This design comes from an exercise in tuning for small area and a short achievable clock period on the open sky130 flow, not from production work.
Where RTL was checked, it was by simulation tests only, not by an equivalence proof against the original.
The flow treats the clock pin as an ideal source. Dropping or thinning the clock tree relies on that and would not hold on a real chip.
No activity file was given, so power comes from the tool's default toggle rates.

== run P ==
==> flow/design.v (excerpt) <==
module alu_top (
    input             clk,
    input      [7:0]  a,
    input      [7:0]  b,
    input      [3:0]  command,
    input             en,
    output reg [15:0] out
);
Size: about 38 I/O pins, about 5800 um^2 of cells after synthesis.
==> flow/config.mk <==
export PLATFORM = sky130hd
export DESIGN_NAME = alu_top
export DESIGN_NICKNAME = alu_top
export VERILOG_FILES = /design/flow/design.v
export SDC_FILE = /design/flow/constraint.sdc
export NUM_CORES = 4
export LEC_CHECK = 0
export ABC_AREA = 1
export CAP_MARGIN = 20
export CORE_MARGIN = 2
export CORE_UTILIZATION = 40
export GPL_TIMING_DRIVEN = 0
export SLEW_MARGIN = 20
==> flow/constraint.sdc <==
create_clock -name core_clock -period 25.0 [get_ports {clk}]
set_input_delay 5.0000 -clock core_clock [delete_from_list [all_inputs] [get_ports {clk}]]
set_output_delay 5.0000 -clock core_clock [all_outputs]
set_load 0.01 [all_outputs]
standard.sh (not shown) runs the stock make flow with config.mk's settings and CLKGATE_MAP_FILE= SYNTH_SCRIPT=/design/flow/synth_recipe.tcl, a recipe that flattens the netlist after the stock synthesis.
==> flow/flow/run.sh <==
#!/bin/bash
# Standard layout with these changes:
#  - synthesis without full/half-adder cell extraction (ADDER_MAP_FILE empty), so ABC maps all logic;
#  - port buffers chosen in flow/ports.tcl instead of the default (DONT_BUFFER_PORTS=1 stops the
#    flow's own call; ports.tcl runs just before it, at the start of global placement);
#  - after the placement resize step, flip-flops with large fanout get the x4 drive.
# make's output goes to make_*.log here; ORFS writes each tool's log under orfs/logs/.
set -euo pipefail
here=$(pwd)
export UPSIZE_FLOP_FANOUT=${UPSIZE_FLOP_FANOUT:-8}
bash standard.sh ADDER_MAP_FILE= synth > make_synth.log 2>&1
bash standard.sh ADDER_MAP_FILE= DONT_BUFFER_PORTS=1 PRE_GLOBAL_PLACE_TCL=$here/flow/ports.tcl \
  POST_RESIZE_TCL=$here/flow/upsize_flops.tcl finish > make_finish.log 2>&1
==> flow/flow/ports.tcl <==
# Port buffers: the smallest buffer on inputs (they have most of the cycle to spare) and a
# faster one on outputs. Every input and output port still gets its own buffer.
buffer_ports -inputs -buffer_cell sky130_fd_sc_hd__buf_1
buffer_ports -outputs -buffer_cell sky130_fd_sc_hd__buf_2
==> flow/flow/upsize_flops.tcl <==
# Flip-flops whose output drives many pins get a stronger drive (same function, same name).
set n 0
foreach inst [get_cells *] {
  set ref [get_property $inst ref_name]
  if {$ref ne "sky130_fd_sc_hd__dfxtp_1"} { continue }
  set q [get_pins -of_objects $inst -filter "direction == output"]
  set loads [llength [get_pins -of_objects [get_nets -of_objects $q] -filter "direction == input"]]
  if {$loads >= $::env(UPSIZE_FLOP_FANOUT)} {
    replace_cell $inst sky130_fd_sc_hd__dfxtp_4
    incr n
  }
}
puts "upsize_flops: $n flip-flops resized"
--- input diff run P..run R ---
==> flow/flow/run.sh <==
#!/bin/bash
# Standard layout with two changes:
#  - synthesis without full/half-adder cell extraction (ADDER_MAP_FILE empty), so ABC maps all logic;
#  - after the placement resize step, flip-flops with large fanout get the x4 drive.
# make's output goes to make_*.log here; ORFS writes each tool's log under orfs/logs/.
set -euo pipefail
here=$(pwd)
export UPSIZE_FLOP_FANOUT=${UPSIZE_FLOP_FANOUT:-8}
bash standard.sh ADDER_MAP_FILE= synth > make_synth.log 2>&1
bash standard.sh ADDER_MAP_FILE= POST_RESIZE_TCL=$here/flow/upsize_flops.tcl finish > make_finish.log 2>&1
removed: flow/flow/ports.tcl
Run R finished every step from synthesis to the final layout, and the layout passed the timing, DRC and antenna checks.
Length in cells of the worst reg-to-reg path delta for run R relative to run P: 2 lower
On sequential cell area share: run R sits below run P.
Across both runs, final area was higher for run R than for run P.
Function was not checked in any run of this note: the RTL went through the layout flow alone.

---

Another version of the RTL of alu_top (not shown whole).
Size: ~870 cells after synthesis, roughly 38 I/O pins, about 5400 sq um of cells after synthesis.
==> flow/config.mk <==
export PLATFORM = sky130hd
export DESIGN_NAME = alu_top
export DESIGN_NICKNAME = alu_top
export VERILOG_FILES = /design/flow/design.v
export SDC_FILE = /design/flow/constraint.sdc
export NUM_CORES = 4
export LEC_CHECK = 0
export ABC_AREA = 1
export CAP_MARGIN = 20
export CORE_MARGIN = 2
export CORE_UTILIZATION = 40
export GPL_TIMING_DRIVEN = 0
export SLEW_MARGIN = 20
==> flow/constraint.sdc <==
create_clock -name core_clock -period 25.0 [get_ports {clk}]
set_input_delay 5.0000 -clock core_clock [delete_from_list [all_inputs] [get_ports {clk}]]
set_output_delay 5.0000 -clock core_clock [all_outputs]
set_load 0.01 [all_outputs]
run.sh (not shown) runs the stock make flow with config.mk's settings and CLKGATE_MAP_FILE= SYNTH_SCRIPT=/design/flow/synth_recipe.tcl, a recipe that flattens the netlist after the stock synthesis.
Stock flow here: none of the scripts above is used.
The baseline went through all stages and came out clean.
Rerun with:
Settings changed: ABC_AREA 1 to not set.
What happened: The changed run finished clean. Cell area climbs by a few percent. Final cell count drops by about a fifth. Worst setup slack gets worse by 2.7 ns. Total power climbs slightly. First-iteration DRC count climbs by a quarter to a third. Wire length climbs by roughly a tenth. Core utilization barely changes. Maximum frequency drops by a quarter to a third. Synthesized cell count drops by about a fifth.

---

== job 7335 ==
alu_top, a different RTL version from the one above (not shown whole).
Size: roughly 860 cells after synthesis, about 37 flip-flops, about 38 I/O pins, ~0.0046 mm^2 of cells after synthesis.
clock: 25.0 ns
lec_check: 0
abc_area: 1
cap_margin: 20
core_margin: 2
core_utilization: 40
gpl_timing_driven: 0
slew_margin: 20
standard.sh (not shown) runs the stock make flow with config.mk's settings and CLKGATE_MAP_FILE= SYNTH_SCRIPT=/design/flow/synth_recipe.tcl, a recipe that flattens the netlist after the stock synthesis.
==> flow/flow/run.sh <==
#!/bin/bash
# Standard layout with these changes:
#  - synthesis: no full/half-adder cell extraction (ADDER_MAP_FILE empty), so ABC maps all logic,
#    and ABC's area script is flow/abc_area.script (a copy of ORFS's scripts folder with that
#    one file replaced is used for the synthesis step only);
#  - port buffers chosen in flow/ports.tcl instead of the default (DONT_BUFFER_PORTS=1 stops the
#    flow's own call; ports.tcl runs just before it, at the start of global placement);
#  - after the placement resize step, flip-flops with large fanout get a stronger drive (UPSIZE_FLOP_CELL), and gates
#    on paths slower than TARGET_NS are sized up (flow/post_resize.tcl);
#  - clock tree: no dummy loads, and the root buffer removed so that the leaf buffers hang
#    from the clock port (flow/post_cts.tcl).
# make's output goes to make_*.log here; ORFS writes each tool's log under orfs/logs/.
set -euo pipefail
export CLK_LEAF_CELL=sky130_fd_sc_hd__clkbuf_8
here=$(pwd)
export UPSIZE_FLOP_FANOUT=8
export UPSIZE_FLOP_CELL=sky130_fd_sc_hd__dfxtp_2
# setup slack that the post-placement sizing aims for: the clock period less TARGET_NS
TARGET_NS=5.3
export REPAIR_SETUP_MARGIN=$(python3 -c "print(round($FLOW_PERIOD_NS - $TARGET_NS, 3))")
rm -rf "$here/synth_scripts"
cp -r "$FLOW_HOME/scripts" "$here/synth_scripts"
cp "$here/flow/abc_area.script" "$here/synth_scripts/abc_area.script"
bash standard.sh ADDER_MAP_FILE= SCRIPTS_DIR="$here/synth_scripts" synth > make_synth.log 2>&1
CTS="-root_buf sky130_fd_sc_hd__clkbuf_16 -buf_list sky130_fd_sc_hd__clkbuf_16 -sink_clustering_enable -sink_clustering_size 60 -sink_clustering_max_diameter 1000 -dont_use_dummy_load -repair_clock_nets"
bash standard.sh ADDER_MAP_FILE= DONT_BUFFER_PORTS=1 PRE_GLOBAL_PLACE_TCL="$here/flow/ports.tcl" \
  POST_RESIZE_TCL="$here/flow/post_resize.tcl" "CTS_ARGS=$CTS" POST_CTS_TCL="$here/flow/post_cts.tcl" finish > make_finish.log 2>&1
==> flow/flow/abc_area.script <==
strash
dc2
balance
rewrite
refactor
balance
rewrite
rewrite -z
balance
refactor -z
rewrite -z
balance
&get -n
&deepsyn -T 20
&put
dch
map -B 0.9
strash
dch
map -B 0.9
strash
dch
map -B 0.9
topo
stime -c
buffer -c
dnsize -c
==> flow/flow/post_cts.tcl <==
set block [ord::get_db_block]
set root [$block findInst clkbuf_0_clk]
if {$root eq "NULL" || $root eq ""} { error "post_cts: no root buffer clkbuf_0_clk" }
set rootnet [[$root findITerm X] getNet]
set clknet [[$root findITerm A] getNet]
set leaves {}
foreach it [$rootnet getITerms] {
  if {[$it isOutputSignal]} { continue }
  set inst [$it getInst]
  if {![string match "sky130_fd_sc_hd__clkbuf_*" [[$inst getMaster] getName]]} {
    error "post_cts: the root buffer drives [$inst getName], not only leaf buffers"
  }
  lappend leaves $it
}
if {[llength $leaves] > 4} { error "post_cts: [llength $leaves] leaf buffers, more than the port may drive" }
foreach it $leaves {
  $it disconnect
  $it connect $clknet
}
[$root findITerm A] disconnect
[$root findITerm X] disconnect
odb::dbInst_destroy $root
odb::dbNet_destroy $rootnet
if {[info exists ::env(CLK_LEAF_CELL)] && $::env(CLK_LEAF_CELL) ne ""} {
  foreach it $leaves { replace_cell [[$it getInst] getName] $::env(CLK_LEAF_CELL) }
}
puts "post_cts: [llength $leaves] leaf buffers now driven from the clock port"
detailed_placement
check_placement -verbose
estimate_parasitics -placement
report_clock_latency
==> flow/flow/post_resize.tcl <==
# After the placement resize step: stronger flip-flops on large fanouts, then (when
# REPAIR_SETUP_MARGIN is set) gate sizing and swaps, no new buffers, on paths with less setup
# slack than that margin.
source [file join [file dirname [info script]] upsize_flops.tcl]
if { [info exists ::env(REPAIR_SETUP_MARGIN)] && $::env(REPAIR_SETUP_MARGIN) ne "" } {
  estimate_parasitics -placement
  repair_timing -setup -setup_margin $::env(REPAIR_SETUP_MARGIN) -sequence "sizeup,swap" -skip_last_gasp
  report_worst_slack -max
}
==> flow/flow/upsize_flops.tcl <==
# Flip-flops whose output drives many pins get a stronger drive (same function, same name).
set n 0
foreach inst [get_cells *] {
  set ref [get_property $inst ref_name]
  if {$ref ne "sky130_fd_sc_hd__dfxtp_1"} { continue }
  set q [get_pins -of_objects $inst -filter "direction == output"]
  set loads [llength [get_pins -of_objects [get_nets -of_objects $q] -filter "direction == input"]]
  if {$loads >= $::env(UPSIZE_FLOP_FANOUT)} {
    replace_cell $inst $::env(UPSIZE_FLOP_CELL)
    incr n
  }
}
puts "upsize_flops: $n flip-flops resized"
Other scripts of this flow, unchanged in this note and not shown: flow/flow/ports.tcl
[inputs] job 5577 vs job 7335
diff --git a/flow/flow/run.sh b/flow/flow/run.sh
--- a/flow/flow/run.sh
+++ b/flow/flow/run.sh
@@ -7,3 +7,3 @@
 #    flow's own call; ports.tcl runs just before it, at the start of global placement);
-#  - after the placement resize step, flip-flops with large fanout get a stronger drive (UPSIZE_FLOP_CELL), and gates
+#  - after the placement resize step, flip-flops with large fanout get the x4 drive, and gates
 #    on paths slower than TARGET_NS are sized up (flow/post_resize.tcl);
diff --git a/flow/flow/abc_area.script b/flow/flow/abc_area.script
--- a/flow/flow/abc_area.script
+++ b/flow/flow/abc_area.script
@@ -25,3 +25,3 @@
 stime -c
-buffer -c
+upsize -c
 dnsize -c
--- outcome ---
Job 5577 against job 7335: final instance count without filler cells now sits lower; part of the cycle the worst path needs closely matched the old numbers; number of antenna violations at the first check in global routing essentially unchanged; data arrival time of the worst path did not really move; full die area dropped 0.34%. Compare job 5577 and job 7335 | hold slack higher: job 5577.
The inputs of job 3895 differ from those of job 5577 as listed below.
diff --git a/flow/flow/run.sh b/flow/flow/run.sh
--- a/flow/flow/run.sh
+++ b/flow/flow/run.sh
@@ -9,12 +9,9 @@
 #    on paths slower than TARGET_NS are sized up (flow/post_resize.tcl);
-#  - clock tree: no dummy loads, and the root buffer removed so that the leaf buffers hang
-#    from the clock port (flow/post_cts.tcl).
+#  - clock tree: one level of buffers, no dummy loads.
 # make's output goes to make_*.log here; ORFS writes each tool's log under orfs/logs/.
 set -euo pipefail
-export CLK_LEAF_CELL=sky130_fd_sc_hd__clkbuf_8
 here=$(pwd)
-export UPSIZE_FLOP_FANOUT=8
-export UPSIZE_FLOP_CELL=sky130_fd_sc_hd__dfxtp_2
+export UPSIZE_FLOP_FANOUT=${UPSIZE_FLOP_FANOUT:-8}
 # setup slack that the post-placement sizing aims for: the clock period less TARGET_NS
-TARGET_NS=5.3
+TARGET_NS=5.1
 export REPAIR_SETUP_MARGIN=$(python3 -c "print(round($FLOW_PERIOD_NS - $TARGET_NS, 3))")
@@ -26,2 +23,2 @@
 bash standard.sh ADDER_MAP_FILE= DONT_BUFFER_PORTS=1 PRE_GLOBAL_PLACE_TCL="$here/flow/ports.tcl" \
-  POST_RESIZE_TCL="$here/flow/post_resize.tcl" "CTS_ARGS=$CTS" POST_CTS_TCL="$here/flow/post_cts.tcl" finish > make_finish.log 2>&1
+  POST_RESIZE_TCL="$here/flow/post_resize.tcl" "CTS_ARGS=$CTS" finish > make_finish.log 2>&1
==> flow/flow/abc_area.script <==
strash
dc2
balance
rewrite
refactor
balance
rewrite
rewrite -z
balance
refactor -z
rewrite -z
balance
dch
map -B 0.9
strash
dch
map -B 0.9
topo
stime -c
dnsize -c
diff --git a/flow/flow/upsize_flops.tcl b/flow/flow/upsize_flops.tcl
--- a/flow/flow/upsize_flops.tcl
+++ b/flow/flow/upsize_flops.tcl
@@ -8,3 +8,3 @@
   if {$loads >= $::env(UPSIZE_FLOP_FANOUT)} {
-    replace_cell $inst $::env(UPSIZE_FLOP_CELL)
+    replace_cell $inst sky130_fd_sc_hd__dfxtp_4
     incr n
removed: flow/flow/post_cts.tcl
Proportion of synthesized area in mux cells for job 3895: 0.24 points up relative to job 5577. Against job 5577, job 3895 comes in 220 um higher on global-route wire length before repair. Changes observed in job 3895 relative to job 5577: insertion delay of the later-clocked pin in the worst-skew pair went up 150 ps, post-synthesis cell area went up by 2.3%, ratio of cells with drive above 1 in the final layout +1.5 points, synthesized cell count up 54, share of the clock period used by the worst path after layout rose 0.64 points.
Changes in job 7963 relative to job 3895:
diff --git a/flow/flow/run.sh b/flow/flow/run.sh
--- a/flow/flow/run.sh
+++ b/flow/flow/run.sh
@@ -7,4 +7,3 @@
 #    flow's own call; ports.tcl runs just before it, at the start of global placement);
-#  - after the placement resize step, flip-flops with large fanout get the x4 drive, and gates
-#    on paths slower than TARGET_NS are sized up (flow/post_resize.tcl);
+#  - after the placement resize step, flip-flops with large fanout get the x4 drive;
 #  - clock tree: one level of buffers, no dummy loads.
@@ -14,5 +13,2 @@
 export UPSIZE_FLOP_FANOUT=${UPSIZE_FLOP_FANOUT:-8}
-# setup slack that the post-placement sizing aims for: the clock period less TARGET_NS
-TARGET_NS=5.1
-export REPAIR_SETUP_MARGIN=$(python3 -c "print(round($FLOW_PERIOD_NS - $TARGET_NS, 3))")
 rm -rf "$here/synth_scripts"
@@ -23,2 +19,2 @@
 bash standard.sh ADDER_MAP_FILE= DONT_BUFFER_PORTS=1 PRE_GLOBAL_PLACE_TCL="$here/flow/ports.tcl" \
-  POST_RESIZE_TCL="$here/flow/post_resize.tcl" "CTS_ARGS=$CTS" finish > make_finish.log 2>&1
+  POST_RESIZE_TCL="$here/flow/upsize_flops.tcl" "CTS_ARGS=$CTS" finish > make_finish.log 2>&1
diff --git a/flow/flow/abc_area.script b/flow/flow/abc_area.script
--- a/flow/flow/abc_area.script
+++ b/flow/flow/abc_area.script
@@ -19,2 +19,4 @@
 stime -c
+buffer -c
+upsize -c
 dnsize -c
removed: flow/flow/post_resize.tcl
Results
Compared to job 3895, the router laid down more metal wire for job 7963.
Job 7963 vs job 3895 — worst hold margin rose 180 ps.
Final non-filler cell area of job 3895 is on par with job 7963.
For job 3895, the startpoint of the worst setup timing path was out[4]$_SDFF_PN0_, unlike job 7963, where it was out[14]$_SDFF_PN0_.
Horizontal die dimension went up by a few percent going from job 3895 to job 7963.
Taking job 3895 as the reference, in job 7963 via count went up, wire length of the first global-routing pass went up.
The inputs of job 212 differ from those of job 7963 as listed below.
diff --git a/flow/flow/run.sh b/flow/flow/run.sh
--- a/flow/flow/run.sh
+++ b/flow/flow/run.sh
@@ -7,3 +7,4 @@
 #    flow's own call; ports.tcl runs just before it, at the start of global placement);
-#  - after the placement resize step, flip-flops with large fanout get the x4 drive;
+#  - after the placement resize step, flip-flops with large fanout get the x4 drive, and gates
+#    on paths slower than TARGET_NS are sized up (flow/post_resize.tcl);
 #  - clock tree: one level of buffers, no dummy loads.
@@ -13,2 +14,5 @@
 export UPSIZE_FLOP_FANOUT=${UPSIZE_FLOP_FANOUT:-8}
+# setup slack that the post-placement sizing aims for: the clock period less TARGET_NS
+TARGET_NS=5.5
+export REPAIR_SETUP_MARGIN=$(python3 -c "print(round($FLOW_PERIOD_NS - $TARGET_NS, 3))")
 rm -rf "$here/synth_scripts"
@@ -19,2 +23,2 @@
 bash standard.sh ADDER_MAP_FILE= DONT_BUFFER_PORTS=1 PRE_GLOBAL_PLACE_TCL="$here/flow/ports.tcl" \
-  POST_RESIZE_TCL="$here/flow/upsize_flops.tcl" "CTS_ARGS=$CTS" finish > make_finish.log 2>&1
+  POST_RESIZE_TCL="$here/flow/post_resize.tcl" "CTS_ARGS=$CTS" finish > make_finish.log 2>&1
==> flow/flow/post_resize.tcl (new file) <==
# After the placement resize step: stronger flip-flops on large fanouts, then (when
# REPAIR_SETUP_MARGIN is set) gate sizing and swaps, no new buffers, on paths with less setup
# slack than that margin.
source [file join [file dirname [info script]] upsize_flops.tcl]
if { [info exists ::env(REPAIR_SETUP_MARGIN)] && $::env(REPAIR_SETUP_MARGIN) ne "" } {
  estimate_parasitics -placement
  repair_timing -setup -setup_margin $::env(REPAIR_SETUP_MARGIN) -sequence "sizeup,swap" -skip_last_gasp
  report_worst_slack -max
}
--- outcome ---
Diff job 7963..job 212 | core area | unchanged
Diff job 212..job 7963 | critical path depth | unchanged
Re count of buffers from port buffering: no difference whatsoever between job 7963 and job 212.
Comparing job 212 against job 7963, there is no change at all in fill cell instance count of the final layout.
Going from job 7963 to job 212, number of synthesized flops with an enable pin held steady; fraction of the cycle the final worst path needs roughly the same.
Re share of post-route cells with drive strength above 1: no difference whatsoever between job 212 and job 7963.
From job 212 to job 7963, total power did not move at all.
Setup changes, job 212 to job 9515
diff --git a/flow/flow/run.sh b/flow/flow/run.sh
--- a/flow/flow/run.sh
+++ b/flow/flow/run.sh
@@ -9,5 +9,7 @@
 #    on paths slower than TARGET_NS are sized up (flow/post_resize.tcl);
-#  - clock tree: one level of buffers, no dummy loads.
+#  - clock tree: no dummy loads, and the root buffer removed so that the leaf buffers hang
+#    from the clock port (flow/post_cts.tcl).
 # make's output goes to make_*.log here; ORFS writes each tool's log under orfs/logs/.
 set -euo pipefail
+export CLK_LEAF_CELL=sky130_fd_sc_hd__clkbuf_8
 here=$(pwd)
@@ -15,3 +17,3 @@
 # setup slack that the post-placement sizing aims for: the clock period less TARGET_NS
-TARGET_NS=5.5
+TARGET_NS=5.1
 export REPAIR_SETUP_MARGIN=$(python3 -c "print(round($FLOW_PERIOD_NS - $TARGET_NS, 3))")
@@ -23,2 +25,2 @@
 bash standard.sh ADDER_MAP_FILE= DONT_BUFFER_PORTS=1 PRE_GLOBAL_PLACE_TCL="$here/flow/ports.tcl" \
-  POST_RESIZE_TCL="$here/flow/post_resize.tcl" "CTS_ARGS=$CTS" finish > make_finish.log 2>&1
+  POST_RESIZE_TCL="$here/flow/post_resize.tcl" "CTS_ARGS=$CTS" POST_CTS_TCL="$here/flow/post_cts.tcl" finish > make_finish.log 2>&1
==> flow/flow/post_cts.tcl (new file) <==
set block [ord::get_db_block]
set root [$block findInst clkbuf_0_clk]
if {$root eq "NULL" || $root eq ""} { error "post_cts: no root buffer clkbuf_0_clk" }
set rootnet [[$root findITerm X] getNet]
set clknet [[$root findITerm A] getNet]
set leaves {}
foreach it [$rootnet getITerms] {
  if {[$it isOutputSignal]} { continue }
  set inst [$it getInst]
  if {![string match "sky130_fd_sc_hd__clkbuf_*" [[$inst getMaster] getName]]} {
    error "post_cts: the root buffer drives [$inst getName], not only leaf buffers"
  }
  lappend leaves $it
}
if {[llength $leaves] > 4} { error "post_cts: [llength $leaves] leaf buffers, more than the port may drive" }
foreach it $leaves {
  $it disconnect
  $it connect $clknet
}
[$root findITerm A] disconnect
[$root findITerm X] disconnect
odb::dbInst_destroy $root
odb::dbNet_destroy $rootnet
if {[info exists ::env(CLK_LEAF_CELL)] && $::env(CLK_LEAF_CELL) ne ""} {
  foreach it $leaves { replace_cell [[$it getInst] getName] $::env(CLK_LEAF_CELL) }
}
puts "post_cts: [llength $leaves] leaf buffers now driven from the clock port"
detailed_placement
check_placement -verbose
estimate_parasitics -placement
report_clock_latency
Findings:
Per the final summary, job 9515 finished and its layout is clean on timing, DRC and antenna. The global-route usage of job 9515 and that of job 212 are within noise of each other. Changes observed in job 9515 relative to job 212: worst setup slack rose by 160 ps; power shows a reduction of about 11%; met1 wire length shrank by about 4%; final critical path time including I/O delays and setup dropped 160 ps; via count saw an increase. Comparing the two runs side by side, job 9515 comes out behind job 212 on final-layout worst hold slack. Job 9515 packs its core more loosely than job 212. Job 9515 gives more global-route wire length before repair than job 212 did.

## port drivers added, routing unchanged
How much do the figures lean on ideal ports? The routed layouts below were timed once more, with nothing changed but the port constraints.
Step 1: set_driving_cell puts a clkbuf_16 on clk and a buf_2 on each other input, an assumption about the parent block.
Step 2 times the ports against the registers' clock, not the clock port: input delays grow and output delays shrink by t, the midpoint of the rising clock arrivals with the driver on.
Slacks: no drivers / after step 1 / after step 2; pairs: no drivers / after step 1.
run	t, ns	setup slack, ns	clock arrival spread, ns
run P	0.336	19.275 / 19.233 / 19.568	0.005 / 0.005
run R	0.339	18.854 / 18.815 / 19.154	0.009 / 0.009
the first run of note 2	0.330	18.184 / 18.184 / 18.184	0.005 / 0.005
the second run of note 2	0.340	15.449 / 15.449 / 15.449	0.007 / 0.007
job 7335	0.196	19.426 / 19.362 / 19.558	0.021 / 0.021
job 5577	0.202	19.435 / 19.361 / 19.563	0.020 / 0.020
job 3895	0.328	19.274 / 19.235 / 19.483	0.010 / 0.010
job 7963	0.333	19.268 / 19.227 / 19.560	0.008 / 0.008
job 212	0.333	19.268 / 19.227 / 19.560	0.008 / 0.008
job 9515	0.199	19.424 / 19.357 / 19.556	0.015 / 0.015
After both steps every run listed still meets setup and hold.
